Source: an optimization exercise on an open RTL-to-GDS flow (aim: small area and a short achievable clock period). Production flows keep margins and buffers that such runs may drop.
No functional check of the RTL was part of this run.

==> design.v <==
module MUX(input [31:0] DMAport, output reg [24:0] out0, out1, out2, out3, out4, out5);
	always @ (*) begin
		out0 = 25'b0;
		out1 = 25'b0;
		out2 = 25'b0;
		out3 = 25'b0;
		out4 = 25'b0;
		out5 = 25'b0;
		case(DMAport[2:0])
			3'b000: out0 = DMAport[31:7];
			3'b001: out1 = DMAport[31:7];
			3'b010: out2 = DMAport[31:7];
			3'b011: out3 = DMAport[31:7];
			3'b100: out4 = DMAport[31:7];
			3'b101: out5 = DMAport[31:7];
			default:;
		endcase
	end
endmodule
module Register(input clk, input rst, input enable, input [23:0] datain, output reg [23:0] dataout);
	always @ (posedge clk or posedge rst) begin
		if (rst)
			dataout <= 24'b0;
		else if(enable)
			dataout <= datain;
	end
endmodule
module Wallace_BaughWooley (
    input  signed [7:0] a,
    input  signed [7:0] b,
    output signed [15:0] prod
);
    assign prod = a * b;
endmodule
module ConvEngine (
    input         clk,
    input         rst,
    input  [31:0] DMAport,        
    input         acc_enable,     
    input         acc_clear,      
    output [31:0] result          
);
    wire [24:0] mux_out0, mux_out1, mux_out2, mux_out3, mux_out4, mux_out5;
    MUX demux (
        .DMAport(DMAport),
        .out0(mux_out0),
        .out1(mux_out1),
        .out2(mux_out2),
        .out3(mux_out3),
        .out4(mux_out4),
        .out5(mux_out5)
    );
    wire [23:0] reg_data [5:0];
    Register reg0 (
        .clk(clk),
        .rst(rst),
        .enable(mux_out0[0]),
        .datain(mux_out0[24:1]),
        .dataout(reg_data[0])
    );
    Register reg1 (
        .clk(clk),
        .rst(rst),
        .enable(mux_out1[0]),
        .datain(mux_out1[24:1]),
        .dataout(reg_data[1])
    );
    Register reg2 (
        .clk(clk),
        .rst(rst),
        .enable(mux_out2[0]),
        .datain(mux_out2[24:1]),
        .dataout(reg_data[2])
    );
    Register reg3 (
        .clk(clk),
        .rst(rst),
        .enable(mux_out3[0]),
        .datain(mux_out3[24:1]),
        .dataout(reg_data[3])
    );
    Register reg4 (
        .clk(clk),
        .rst(rst),
        .enable(mux_out4[0]),
        .datain(mux_out4[24:1]),
        .dataout(reg_data[4])
    );
    Register reg5 (
        .clk(clk),
        .rst(rst),
        .enable(mux_out5[0]),
        .datain(mux_out5[24:1]),
        .dataout(reg_data[5])
    );
    wire signed [7:0] pixel [8:0];
    wire signed [7:0] kernel [8:0];
    assign pixel[0] = reg_data[0][23:16];
    assign pixel[1] = reg_data[0][15:8];
    assign pixel[2] = reg_data[0][7:0];
    assign pixel[3] = reg_data[1][23:16];
    assign pixel[4] = reg_data[1][15:8];
    assign pixel[5] = reg_data[1][7:0];
    assign pixel[6] = reg_data[2][23:16];
    assign pixel[7] = reg_data[2][15:8];
    assign pixel[8] = reg_data[2][7:0];
    assign kernel[0] = reg_data[3][23:16];
    assign kernel[1] = reg_data[3][15:8];
    assign kernel[2] = reg_data[3][7:0];
    assign kernel[3] = reg_data[4][23:16];
    assign kernel[4] = reg_data[4][15:8];
    assign kernel[5] = reg_data[4][7:0];
    assign kernel[6] = reg_data[5][23:16];
    assign kernel[7] = reg_data[5][15:8];
    assign kernel[8] = reg_data[5][7:0];
    wire signed [15:0] prod [8:0];
    Wallace_BaughWooley mult0 (.a(pixel[0]), .b(kernel[0]), .prod(prod[0]));
    Wallace_BaughWooley mult1 (.a(pixel[1]), .b(kernel[1]), .prod(prod[1]));
    Wallace_BaughWooley mult2 (.a(pixel[2]), .b(kernel[2]), .prod(prod[2]));
    Wallace_BaughWooley mult3 (.a(pixel[3]), .b(kernel[3]), .prod(prod[3]));
    Wallace_BaughWooley mult4 (.a(pixel[4]), .b(kernel[4]), .prod(prod[4]));
    Wallace_BaughWooley mult5 (.a(pixel[5]), .b(kernel[5]), .prod(prod[5]));
    Wallace_BaughWooley mult6 (.a(pixel[6]), .b(kernel[6]), .prod(prod[6]));
    Wallace_BaughWooley mult7 (.a(pixel[7]), .b(kernel[7]), .prod(prod[7]));
    Wallace_BaughWooley mult8 (.a(pixel[8]), .b(kernel[8]), .prod(prod[8]));
    wire signed [31:0] prod_ext [8:0];
    assign prod_ext[0] = {{16{prod[0][15]}}, prod[0]};
    assign prod_ext[1] = {{16{prod[1][15]}}, prod[1]};
    assign prod_ext[2] = {{16{prod[2][15]}}, prod[2]};
    assign prod_ext[3] = {{16{prod[3][15]}}, prod[3]};
    assign prod_ext[4] = {{16{prod[4][15]}}, prod[4]};
    assign prod_ext[5] = {{16{prod[5][15]}}, prod[5]};
    assign prod_ext[6] = {{16{prod[6][15]}}, prod[6]};
    assign prod_ext[7] = {{16{prod[7][15]}}, prod[7]};
    assign prod_ext[8] = {{16{prod[8][15]}}, prod[8]};
    wire signed [31:0] sum_products;
    assign sum_products = prod_ext[0] + prod_ext[1] + prod_ext[2] +
                          prod_ext[3] + prod_ext[4] + prod_ext[5] +
                          prod_ext[6] + prod_ext[7] + prod_ext[8];
    reg signed [31:0] accumulator;
    always @(posedge clk or posedge rst) begin
        if (rst) begin
            accumulator <= 32'b0;
        end else if (acc_clear) begin
            accumulator <= 32'b0;
        end else if (acc_enable) begin
            accumulator <= accumulator + sum_products;
        end
    end
    assign result = accumulator;
endmodule
==> run.sh <==
#!/bin/bash
# synth_recipe.tcl (not shown) runs the flow's synth.tcl, then flattens the netlist and writes it again
# the make line also repeats each setting of config.mk as NAME=value (left out here)
make -C /OpenROAD-flow-scripts/flow DESIGN_CONFIG=/design/flow/config.mk WORK_HOME=/design/flow/orfs CLKGATE_MAP_FILE= SYNTH_SCRIPT=/design/flow/synth_recipe.tcl finish
==> config.mk <==
export PLATFORM = sky130hd
export DESIGN_NAME = ConvEngine
export DESIGN_NICKNAME = ConvEngine
export VERILOG_FILES = /design/flow/design.v
export SDC_FILE = /design/flow/constraint.sdc
export NUM_CORES = 4
export LEC_CHECK = 0
export CAP_MARGIN = 20
export CORE_MARGIN = 2
export CORE_UTILIZATION = 40
export SLEW_MARGIN = 20
==> constraint.sdc <==
create_clock -name core_clock -period 10.0 [get_ports {clk}]
set_input_delay 2.0000 -clock core_clock [delete_from_list [all_inputs] [get_ports {clk}]]
set_output_delay 2.0000 -clock core_clock [all_outputs]
set_load 0.01 [all_outputs]
==> impl_metrics.py <==
metrics = {
    "floorplanning": {
        "die_h_um": 303,
        "die_w_um": 303,
        "core_um2": 88600,
        "placement_rows": 109,
        "io_pins": 68,
        "dieArea_um2": 92000,
        "start_util": 0.404,
    },
    "critical_path": {
        "worstSetupStartpointType": "register",
        "worstPathRequired_ps": 10410,
        "cp_slowest_stage_delay_ps": 660,
        "crit_top_cell": "fa_1",
        "critPathTopFamily": "adder cells",
        "critical_path.endpoint_type": "register",
        "crit_arrival_ps": 9760,
        "path_buf_inv": 7,
        "path_max_fanout": 9,
        "slowest_stage": "fa_1",
        "path_class": "register to register",
    },
    "clock_network": {
        "h-tree-depth": 4,
        "tritoncts": "built",
        "clk-insertion-delay-late_ps": 540,
        "cts-root-buf": "clkbuf_16",
        "cts_buffer_depth": 2,
        "clock_sinks": 176,
        "cts_made_buffers": 17,
        "post_cts_buffers": 0,
        "post_cts_resize_count": 0,
        "holdBufCountCts": 0,
        "cts.reportedPaths.clkPinSlew_ps": 80,
    },
    "timing": {
        "period_needed_ps": 9350,
        "setup_viol": 0,
        "clock.fmax_mhz": 107,
        "fin_skew_ps": 24.5,
        "finalHoldViolCount": 0,
        "rsz0062_at_grt": "false",
        "tns_ps": 0,
        "fin_crit_sh": 0.935,
        "relSlewSlack": 0.325,
        "setup_ws_ps": 653,
        "drv_slew": 0,
        "worstMarginPinSlew_ps": 1010,
    },
    "route": {
        "route.met3.wl_mm": 3.77,
        "routed_wl_mm": 86.9,
        "vias_per_cell": 4.72,
        "avgRoutedWirePerCell_um": 18.8,
        "dr.max_layer_used": "met5",
        "vias": 21818,
        "wl_met2_mm": 43.3,
        "drc": 0,
        "ant_nets": 0,
        "drtPass1Iterations": 7,
        "wirelength_met1_mm": 36.9,
        "drt_iter0_markers": 1355,
    },
    "finish": {
        "nets": 4605,
        "drive_gt1_frac": 0.0659,
        "final_util": 0.435,
        "final_cell_area_um2": 38600,
        "area_growth_syn_to_layout_pct": 7.59,
    },
    "global_routing": {
        "antenna_found_initial": 4,
        "grt_max_degree": 78,
        "grt_pass1_wl_mm": 142,
        "grt_usage": 0.209,
        "overflow": 0,
        "grt_pass1_vias": 24154,
    },
    "place": {
        "dpl-instance-area_um2": 38000,
        "dp_slack_ps": 658,
        "gp_congestion": 0.885,
        "dp_hpwl_mm": 75.7,
        "io_buffers": 63,
    },
    "synth": {
        "yosysSeqAreaShare": 0.123,
        "netlist_area_um2": 35800,
        "ys_seq_elements": 176,
        "ys.flop_type": "dfrtp_1",
        "ys_types": 58,
        "syn_avg_cell_area_um2": 10.6,
        "yosys_warnings": 3,
        "synth_edf_count": 0,
        "synth.net_count": 4548,
        "synthArstFlopShare": 1.00,
        "syn-instance-count": 3389,
    },
    "run": {
        "drv_cap": 0,
    },
    "status": {
        "status": "timing/DRC/antenna clean",
    },
    "worst_hold_path": {
        "hold_path.class": "register to register",
    },
}
==> kinds of logic (layout without fill, tap and decap cells) <==
family,count (synthesis),after routing,share of synthesized area
adders and majority gates,1123,1123,0.582
buffers and inverters,1107,1177,0.116
and+or+nand+nor,694,694,0.102
DFF,176,176,0.123
muxes,161,161,0.0500
AOI/OAI and AO/OA,97,97,0.0189
xor gates and xnor gates,31,31,0.00758
other,0,1,0
==> synth_stat cells (5+ instances only) <==
library cell  instances  area (um2)
a21o_1               14         105
o21ai_0              16        80.1
nor2_1               42         158
ha_1                215        2690
or3_1                 5        31.3
o21a_1                7        52.6
a211oi_1              9        67.6
fa_1                908       18200
mux2_2              145        1630
mux2i_1              16         160
nand3_1              11        55.1
nand2_1             228         856
and2_1              306        1910
nand2b_1             30         188
dfrtp_1             176        4400
a21oi_1              24         120
nor3_1               16        80.1
xnor2_1              20         175
clkbuf_1             53         199
inv_1              1048        3930
nor2b_1              36         225
xor2_1               11        96.3
==> worst reg2reg max path: stages, from the launching register on <==
cell,delay [ps]
dfrtp_1,540
and2_1,220
inv_1,70
fa_1,660
inv_1,200
fa_1,600
inv_1,110
fa_1,580
fa_1,500
fa_1,610
fa_1,470
fa_1,630
inv_1,390
fa_1,520
fa_1,490
inv_1,50
fa_1,470
inv_1,40
ha_1,360
nand4_1,190
nor3_1,270
o221ai_1,180
a211oi_1,230
buf_4,180
o41ai_2,90
a21oi_1,230
nor4b_1,80
a221o_1,270
==> cells in the final DEF, fill, tap and decap left out, types with 2 or more instances in the layout <==
cell type / synthesis / routed
nand3b_1: 4 / 4
and2_1: 306 / 306
and3_1: 4 / 4
nor2b_1: 36 / 36
nand2b_1: 30 / 30
mux2i_1: 16 / 16
a21oi_1: 24 / 24
a211oi_1: 9 / 9
inv_8: 0 / 3
clkdlybuf4s50_1: 0 / 62
nand4_1: 3 / 3
o21a_1: 7 / 7
o21ai_0: 16 / 16
ha_1: 215 / 215
dfrtp_1: 176 / 176
buf_4: 1 / 34
a221o_1: 2 / 2
nand3_1: 11 / 11
mux2_2: 145 / 145
clkinv_4: 0 / 2
nor2_2: 0 / 2
or3_1: 5 / 5
fa_1: 908 / 907
or2_2: 2 / 2
clkbuf_16: 0 / 17
inv_1: 1048 / 1047
o2111ai_1: 2 / 2
xor2_1: 11 / 11
a21o_1: 14 / 14
o211ai_1: 2 / 2
nand2_1: 228 / 228
clkinvlp_4: 0 / 4
nor2_1: 42 / 40
nor3_1: 16 / 15
a31oi_1: 3 / 3
inv_6: 0 / 4
xnor2_1: 20 / 20
a22o_1: 2 / 2
==> layer usage <==
| metal | GRT usage | up-vias |
|---|---|---|
| met5 | 0 | - |
| met4 | 0.0676 | 6 |
| met3 | 0.0299 | 83 |
| met2 | 0.345 | 444 |
| met1 | 0.285 | 11469 |
| li1 | - | 9816 |
==> state kept, by name (all words and copies together) (netlist names) <==
signal        count
reg5.dataout     24
accumulator      32
reg4.dataout     24
reg0.dataout     24
reg1.dataout     24
reg2.dataout     24
reg3.dataout     24
==> final timing paths <==
kind	from	endpoint	slack, ps	cells past startpoint
max	reg5.dataout[17]	accumulator[28]	650	27
min	accumulator[3]	accumulator[3]	580	2
max reg2reg	reg5.dataout[17]	accumulator[28]	650	27
min reg2reg	accumulator[3]	accumulator[3]	580	2
max in group asynchronous	rst	reg0.dataout[17]	6710	3
min in group asynchronous	rst	reg3.dataout[15]	1980	2
==> final cells by class <==
cell class	instances	area, um2
antenna	1	2.50
sequential	176	4400
fill	8531	50100
inverter	1048	3940
timing repair buffer	97	881
tap	1165	1460
clock buffer	18	439
clock inverter	14	151
multi-input combinational	2106	27300
==> through the flow <==
step / instances / hold slack (ps)
after floorplan: 3389 / 567
after global placement: 4592 / 537
after detailed placement: 4592 / 561
after CTS: 4624 / 578
after global routing: 4624 / 615
final: 4625 / 577

[port drivers added, routing unchanged]
The flow's constraints put no driver on any port. The routed layout listed below was extracted and timed again, unchanged, in two steps. Step 1 sets driving cells, clkbuf_16 on the clock port and buf_2 on the other inputs (assumed; they add their load-dependent delay and slew). Step 2 also shifts input and output timing later by t, the mid clock arrival at the registers, as if the neighbouring blocks saw the same clock. Slacks: ideal / step 1 / step 2; pairs: ideal / step 1.
t, ns: 0.597
setup slack, ns: 0.653 / 0.653 / 0.653
worst hold slack (ns): 0.577 / 0.577 / 0.577
worst register clock-pin slew, ns: 0.09 / 0.09
cell pins on the clock port's net: 1
After both steps setup and hold are still met in this run. For this run, drivers alone change the setup slack by 0.000 ns; drivers and shift together by 0.000 ns.
